Context: an optimization exercise on an open-source flow, tuned for small area and a short achievable clock period. The choices shown serve that exercise and are no tape-out recipe. Where RTL was checked, it was by simulation tests only, not by an equivalence proof against the original. No activity file was given, so power comes from the tool's default toggle rates.

==> inputs of 02-22 <==
==> flow/design.v (excerpt) <==
module reg_alu (input wire clk, reset, sel, wr, input wire [1:0] op, input wire [2:0] rd_addr_a,
		rd_addr_b, wr_addr, input wire [15:0] d_in, output wire [15:0] d_out_a, d_out_b, output wire cout);
export LEC_CHECK = 0
export ABC_CLOCK_PERIOD_IN_PS = 5000
export CAP_MARGIN = 20
export CORE_MARGIN = 2
export CORE_UTILIZATION = 40
export CTS_BUF_LIST = sky130_fd_sc_hd__clkbuf_4
export CTS_CLUSTER_SIZE = 16
export SETUP_SLACK_MARGIN = 4
export SLEW_MARGIN = 20
export SYNTH_HIERARCHICAL = 1
export BUFFER_PORTS_ARGS = -buffer_cell sky130_fd_sc_hd__buf_2
create_clock -name core_clock -period 12.0 [get_ports {clk}]
standard.sh (not shown) runs the stock make flow with config.mk's settings and CLKGATE_MAP_FILE= SYNTH_SCRIPT=/design/flow/synth_recipe.tcl, a recipe that flattens the netlist after the stock synthesis.
==> flow/flow/run.sh <==
#!/bin/bash
set -e
echo 'export BUFFER_PORTS_ARGS = -buffer_cell sky130_fd_sc_hd__buf_2' >> config.mk
bash standard.sh > standard.log 2>&1
==> 03-04: changes against 02-22 <==
==> flow/run.sh (new file) <==
#!/bin/bash
# synth_recipe.tcl (not shown) runs the flow's synth.tcl, then flattens the netlist and writes it again
# the make line also repeats each setting of config.mk as NAME=value (left out here)
make -C /OpenROAD-flow-scripts/flow DESIGN_CONFIG=/design/flow/config.mk WORK_HOME=/design/flow/orfs CLKGATE_MAP_FILE= SYNTH_SCRIPT=/design/flow/synth_recipe.tcl finish
Settings changed: BUFFER_PORTS_ARGS -buffer_cell sky130_fd_sc_hd__buf_2 to not set, CTS_BUF_LIST sky130_fd_sc_hd__clkbuf_4 to not set, CTS_CLUSTER_SIZE 16 to not set, SETUP_SLACK_MARGIN 4 to 5.
removed: flow/flow/run.sh
removed: flow/standard.sh
==> 12-11: changes against 02-22 <==
==> flow/run.sh (new file) <==
#!/bin/bash
# synth_recipe.tcl (not shown) runs the flow's synth.tcl, then flattens the netlist and writes it again
# the make line also repeats each setting of config.mk as NAME=value (left out here)
make -C /OpenROAD-flow-scripts/flow DESIGN_CONFIG=/design/flow/config.mk WORK_HOME=/design/flow/orfs CLKGATE_MAP_FILE= SYNTH_SCRIPT=/design/flow/synth_recipe.tcl finish
Settings changed: BUFFER_PORTS_ARGS -buffer_cell sky130_fd_sc_hd__buf_2 to not set, CTS_BUF_LIST sky130_fd_sc_hd__clkbuf_4 to not set, CTS_CLUSTER_SIZE 16 to not set.
removed: flow/flow/run.sh
removed: flow/standard.sh
==> results.sh <==
export IMPL_status="finished clean"
export IMPL_cp_num_buf_inv=3
export IMPL_antenna_found_initial=0
export IMPL_drt_vias_per_instance=7.050
export IMPL_synthToLayoutAreaGrowth_pct=39.51
export IMPL_fin_crit_sh_pct=59.31
the above is filed under 03-04

==> results.sh <==
export IMPL_status="finished clean"
export IMPL_fin_crit_sh_pct=64.96
export IMPL_drt_vias_per_instance=7.206
export IMPL_antenna_found_initial=1
export IMPL_switching_share_pct=33.94
export IMPL_synthToLayoutAreaGrowth_pct=16.70
the above is filed under 02-22

==> results.sh <==
export IMPL_status="finished clean"
export IMPL_antenna_found_initial=1
export IMPL_grt_ovfl_total=0
export IMPL_drt_vias_per_instance=7.106
export IMPL_power_density_nw_per_um2=187.1
export IMPL_routed_wl_um=24960
export IMPL_synthToLayoutAreaGrowth_pct=27.66
export IMPL_drv_cap=0
export IMPL_fin_crit_sh_pct=65.20
export IMPL_cp_num_buf_inv=2
export IMPL_rrSetupSlack_ns=8.42
the above is filed under 12-11

No functional check of the RTL was part of any run of this note.

---

==> branch harbor <==
reg_alu, a different RTL version from the one above (not shown whole).
==> module pgen0, before the edit <==
module pgen0 (input wire a, b, inv, output wire ng, nt, p);
	wire bx;
	xor2m x (.a(b), .b(inv), .y(bx));
	xor2m pp (.a(a), .b(bx), .y(p));
	ngc0 cg (.a(a), .b(b), .ci(inv), .ng(ng));
	assign nt = ~(a | bx);
endmodule
==> module ngc0, before the edit <==
module ngc0 (input wire a, b, ci, output wire ng);
	assign ng = ~((a & (b | ci)) | (ci & ~b));
endmodule
==> module rd8, before the edit <==
module rd8 (input wire [7:0] s, q, output wire o);
	wire y0, y1;
	aoi222 u0 (.a0(s[0]), .b0(q[0]), .a1(s[1]), .b1(q[1]), .a2(s[2]), .b2(q[2]), .y(y0));
	aoi222 u1 (.a0(s[3]), .b0(q[3]), .a1(s[4]), .b1(q[4]), .a2(s[5]), .b2(q[5]), .y(y1));
	assign o = ~(y0 & y1 & ~((s[6] & q[6]) | (s[7] & q[7])));
endmodule
==> module aoi222, before the edit <==
module aoi222 (input wire a0, b0, a1, b1, a2, b2, output wire y);
	assign y = ~((a0 & b0) | (a1 & b1) | (a2 & b2));
endmodule
==> module reg_alu, before the edit <==
module reg_alu (input wire clk, reset, sel, wr, input wire [1:0] op, input wire [2:0] rd_addr_a,
		rd_addr_b, wr_addr, input wire [15:0] d_in, output wire [15:0] d_out_a, d_out_b, output wire cout);
	wire [15:0] wdata;
	wire [7:0] ld, nld, ra, rb;
	wire [127:0] y;
	reg [15:0] r0, r1, r2, r3, r4, r5, r6, r7;
	wire [127:0] q = {r7, r6, r5, r4, r3, r2, r1, r0};
	wrdec wdec (.reset(reset), .wr(wr), .addr(wr_addr), .ld(ld), .nld(nld));
	dec3 adec (.addr(rd_addr_a), .y(ra));
	dec3 bdec (.addr(rd_addr_b), .y(rb));
	genvar i, j;
	generate
		for (i = 0; i < 8; i = i + 1) begin : row
			for (j = 0; j < 16; j = j + 1) begin : col
				hold1 h (.ld(ld[i]), .nld(nld[i]), .d(wdata[j]), .q(q[16*i+j]), .y(y[16*i+j]));
			end
		end
		for (j = 0; j < 16; j = j + 1) begin : rd
			rd8 ma (.s(ra), .q({q[112+j], q[96+j], q[80+j], q[64+j], q[48+j], q[32+j], q[16+j], q[j]}), .o(d_out_a[j]));
			rd8 mb (.s(rb), .q({q[112+j], q[96+j], q[80+j], q[64+j], q[48+j], q[32+j], q[16+j], q[j]}), .o(d_out_b[j]));
		end
	endgenerate
	always @(posedge clk) begin
		r0 <= y[15:0];
		r1 <= y[31:16];
		r2 <= y[47:32];
		r3 <= y[63:48];
		r4 <= y[79:64];
		r5 <= y[95:80];
		r6 <= y[111:96];
		r7 <= y[127:112];
	end
	alu calc (.reset(reset), .sel(sel), .op(op), .a(d_out_a), .b(d_out_b), .d(d_in), .w(wdata), .cout(cout));
endmodule
==> flow/config.mk <==
export PLATFORM = sky130hd
export DESIGN_NAME = reg_alu
export DESIGN_NICKNAME = reg_alu
export VERILOG_FILES = /design/flow/design.v
export SDC_FILE = /design/flow/constraint.sdc
export NUM_CORES = 4
export LEC_CHECK = 0
export ABC_CLOCK_PERIOD_IN_PS = 5000
export CAP_MARGIN = 20
export CORE_MARGIN = 2
export CORE_UTILIZATION = 40
export SETUP_SLACK_MARGIN = 5
export SLEW_MARGIN = 20
export SYNTH_HIERARCHICAL = 1
export BUFFER_PORTS_ARGS = -buffer_cell sky130_fd_sc_hd__buf_1
export CTS_ARGS = -sink_clustering_enable -repair_clock_nets -root_buf sky130_fd_sc_hd__clkbuf_16 -buf_list sky130_fd_sc_hd__clkbuf_4 -sink_clustering_buffer sky130_fd_sc_hd__clkbuf_4
==> flow/constraint.sdc <==
create_clock -name core_clock -period 12.0 [get_ports {clk}]
set_input_delay 2.4000 -clock core_clock [delete_from_list [all_inputs] [get_ports {clk}]]
set_output_delay 2.4000 -clock core_clock [all_outputs]
set_load 0.01 [all_outputs]
==> flow/flow/run.sh <==
#!/bin/bash
# The standard layout with two changes:
#  - the port buffers placed at global placement use the smallest buffer
#    cell instead of the delay cell buffer_ports picks by default (every
#    input and output port still gets its own buffer; later repair steps
#    resize them as timing needs);
#  - clock tree synthesis uses a strong root buffer and small leaf buffers.
set -e
echo 'export BUFFER_PORTS_ARGS = -buffer_cell sky130_fd_sc_hd__buf_1' >> config.mk
echo 'export CTS_ARGS = -sink_clustering_enable -repair_clock_nets -root_buf sky130_fd_sc_hd__clkbuf_16 -buf_list sky130_fd_sc_hd__clkbuf_4 -sink_clustering_buffer sky130_fd_sc_hd__clkbuf_4' >> config.mk
bash standard.sh > standard.log 2>&1
==> branch yarrow: changes against branch harbor <==
--- a/flow/design.v
+++ b/flow/design.v
@@ -71,12 +71,17 @@
 module pgen0 (input wire a, b, inv, output wire ng, nt, p);
 	wire bx;
 	xor2m x (.a(b), .b(inv), .y(bx));
-	xor2m pp (.a(a), .b(bx), .y(p));
-	ngc0 cg (.a(a), .b(b), .ci(inv), .ng(ng));
-	assign nt = ~(a | bx);
+	gtbit0 gt (.a(a), .b(bx), .ci(inv), .ng(ng), .nt(nt), .p(p));
 endmodule
-module ngc0 (input wire a, b, ci, output wire ng);
-	assign ng = ~((a & (b | ci)) | (ci & ~b));
+module gtbit0 (input wire a, b, ci, output wire ng, nt, p);
+	wire ng0;
+	assign ng0 = ~(a & b);
+	assign nt = ~(a | b);
+	xor2m pp (.a(a), .b(b), .y(p));
+	gtn2p1 cg (.ng(ng0), .nt(nt), .nci(~ci), .ngo(ng));
+endmodule
+module gtn2p1 (input wire ng, nt, nci, output wire ngo);
+	assign ngo = ng & (nt | nci);
 endmodule
 module gtn2p (input wire ngh, nth, ngl, ntl, output wire g, t);
 	assign g = ~(ngh & (nth | ngl));
@@ -122,24 +127,20 @@
 	assign y = (ld & d) | (nld & q);
 endmodule
 module rd8 (input wire [7:0] s, q, output wire o);
-	wire y0, y1;
-	aoi222 u0 (.a0(s[0]), .b0(q[0]), .a1(s[1]), .b1(q[1]), .a2(s[2]), .b2(q[2]), .y(y0));
-	aoi222 u1 (.a0(s[3]), .b0(q[3]), .a1(s[4]), .b1(q[4]), .a2(s[5]), .b2(q[5]), .y(y1));
-	assign o = ~(y0 & y1 & ~((s[6] & q[6]) | (s[7] & q[7])));
-endmodule
-module aoi222 (input wire a0, b0, a1, b1, a2, b2, output wire y);
-	assign y = ~((a0 & b0) | (a1 & b1) | (a2 & b2));
+	assign o = |(s & q);
 endmodule
 module reg_alu (input wire clk, reset, sel, wr, input wire [1:0] op, input wire [2:0] rd_addr_a,
 		rd_addr_b, wr_addr, input wire [15:0] d_in, output wire [15:0] d_out_a, d_out_b, output wire cout);
 	wire [15:0] wdata;
-	wire [7:0] ld, nld, ra, rb;
+	wire [7:0] ld, nld, ra0, ra1, rb0, rb1;
 	wire [127:0] y;
 	reg [15:0] r0, r1, r2, r3, r4, r5, r6, r7;
 	wire [127:0] q = {r7, r6, r5, r4, r3, r2, r1, r0};
 	wrdec wdec (.reset(reset), .wr(wr), .addr(wr_addr), .ld(ld), .nld(nld));
-	dec3 adec (.addr(rd_addr_a), .y(ra));
-	dec3 bdec (.addr(rd_addr_b), .y(rb));
+	dec3 adec0 (.addr(rd_addr_a), .y(ra0));
+	dec3 adec1 (.addr(rd_addr_a), .y(ra1));
+	dec3 bdec0 (.addr(rd_addr_b), .y(rb0));
+	dec3 bdec1 (.addr(rd_addr_b), .y(rb1));
 	genvar i, j;
 	generate
 		for (i = 0; i < 8; i = i + 1) begin : row
@@ -148,8 +149,8 @@
 			end
 		end
 		for (j = 0; j < 16; j = j + 1) begin : rd
-			rd8 ma (.s(ra), .q({q[112+j], q[96+j], q[80+j], q[64+j], q[48+j], q[32+j], q[16+j], q[j]}), .o(d_out_a[j]));
-			rd8 mb (.s(rb), .q({q[112+j], q[96+j], q[80+j], q[64+j], q[48+j], q[32+j], q[16+j], q[j]}), .o(d_out_b[j]));
+			rd8 ma (.s(j < 8 ? ra0 : ra1), .q({q[112+j], q[96+j], q[80+j], q[64+j], q[48+j], q[32+j], q[16+j], q[j]}), .o(d_out_a[j]));
+			rd8 mb (.s(j < 8 ? rb0 : rb1), .q({q[112+j], q[96+j], q[80+j], q[64+j], q[48+j], q[32+j], q[16+j], q[j]}), .o(d_out_b[j]));
 		end
 	endgenerate
 	always @(posedge clk) begin
==> flow/flow/run.sh (replaced) <==
#!/bin/bash
set -e
echo 'export BUFFER_PORTS_ARGS = -buffer_cell sky130_fd_sc_hd__buf_1' >> config.mk
bash standard.sh > standard.log 2>&1
==> flow/config.mk (replaced) <==
export PLATFORM = sky130hd
export DESIGN_NAME = reg_alu
export DESIGN_NICKNAME = reg_alu
export VERILOG_FILES = /design/flow/design.v
export SDC_FILE = /design/flow/constraint.sdc
export NUM_CORES = 4
export LEC_CHECK = 0
export ABC_CLOCK_PERIOD_IN_PS = 5000
export CAP_MARGIN = 20
export CORE_MARGIN = 2
export CORE_UTILIZATION = 40
export CTS_BUF_LIST = sky130_fd_sc_hd__clkbuf_8
export SETUP_SLACK_MARGIN = 4.5
export SLEW_MARGIN = 20
export SYNTH_HIERARCHICAL = 1
export BUFFER_PORTS_ARGS = -buffer_cell sky130_fd_sc_hd__buf_1
==> qor summary <==
metric	branch yarrow	branch harbor
Met1 Wirelength	10.5 mm	10.2 mm
Multi-input combinational cell count	495	445
Fraction of power consumed by combinational cells	0.285	0.300
Reg-to-reg setup timing slack	8.52 ns	8.41 ns
Outcome	finished clean	finished clean
Metal3 WL	2.31 mm	3.09 mm
Clock-net power	0.383 mW	0.380 mW
Capture point of the worst reg-to-reg path	r1[15]	r7[15]
Layout cells sized above 1	0.137	0.209
Worst Hold Endpoint	r7[9]	r0[1]
Total die area	17200 µm²	16600 µm²
Top cell by count, worst path	buf_1	o21ai_2
Max IR drop VDD	0.0000793 V	0.0000783 V
Post-placement cell count	931	854

==> separate check: timing with driven ports <==
Ports are ideal in the flow. The routed layouts listed here were re-timed in OpenROAD.
Step 1 assumes that a clkbuf_16 drives the clock port and a buf_2 every other input.
Step 2 also shifts input and output timing later by t, the mid clock arrival at the registers, as if the neighbouring blocks saw the same clock.
a / b / c = ideal ports / drivers / drivers and shift; a / b = the first two.
| run | t, ns | setup WS [ns] | slew at the worst register clock pin (ns) |
|---|---|---|---|
| 02-22 | 0.587 | 4.205 / 4.182 / 4.182 | 0.12 / 0.12 |
| 03-04 | 0.465 | 4.883 / 4.837 / 4.837 | 0.06 / 0.06 |
| 12-11 | 0.467 | 4.176 / 4.146 / 4.146 | 0.06 / 0.06 |
| branch harbor | 0.404 | 5.039 / 4.988 / 4.988 | 0.11 / 0.11 |
| branch yarrow | 0.468 | 4.648 / 4.601 / 4.601 | 0.08 / 0.08 |
After both steps setup and hold are still met in every run listed. For branch harbor, which loses most, drivers alone change the setup slack by -0.051 ns; drivers and shift together by -0.051 ns.
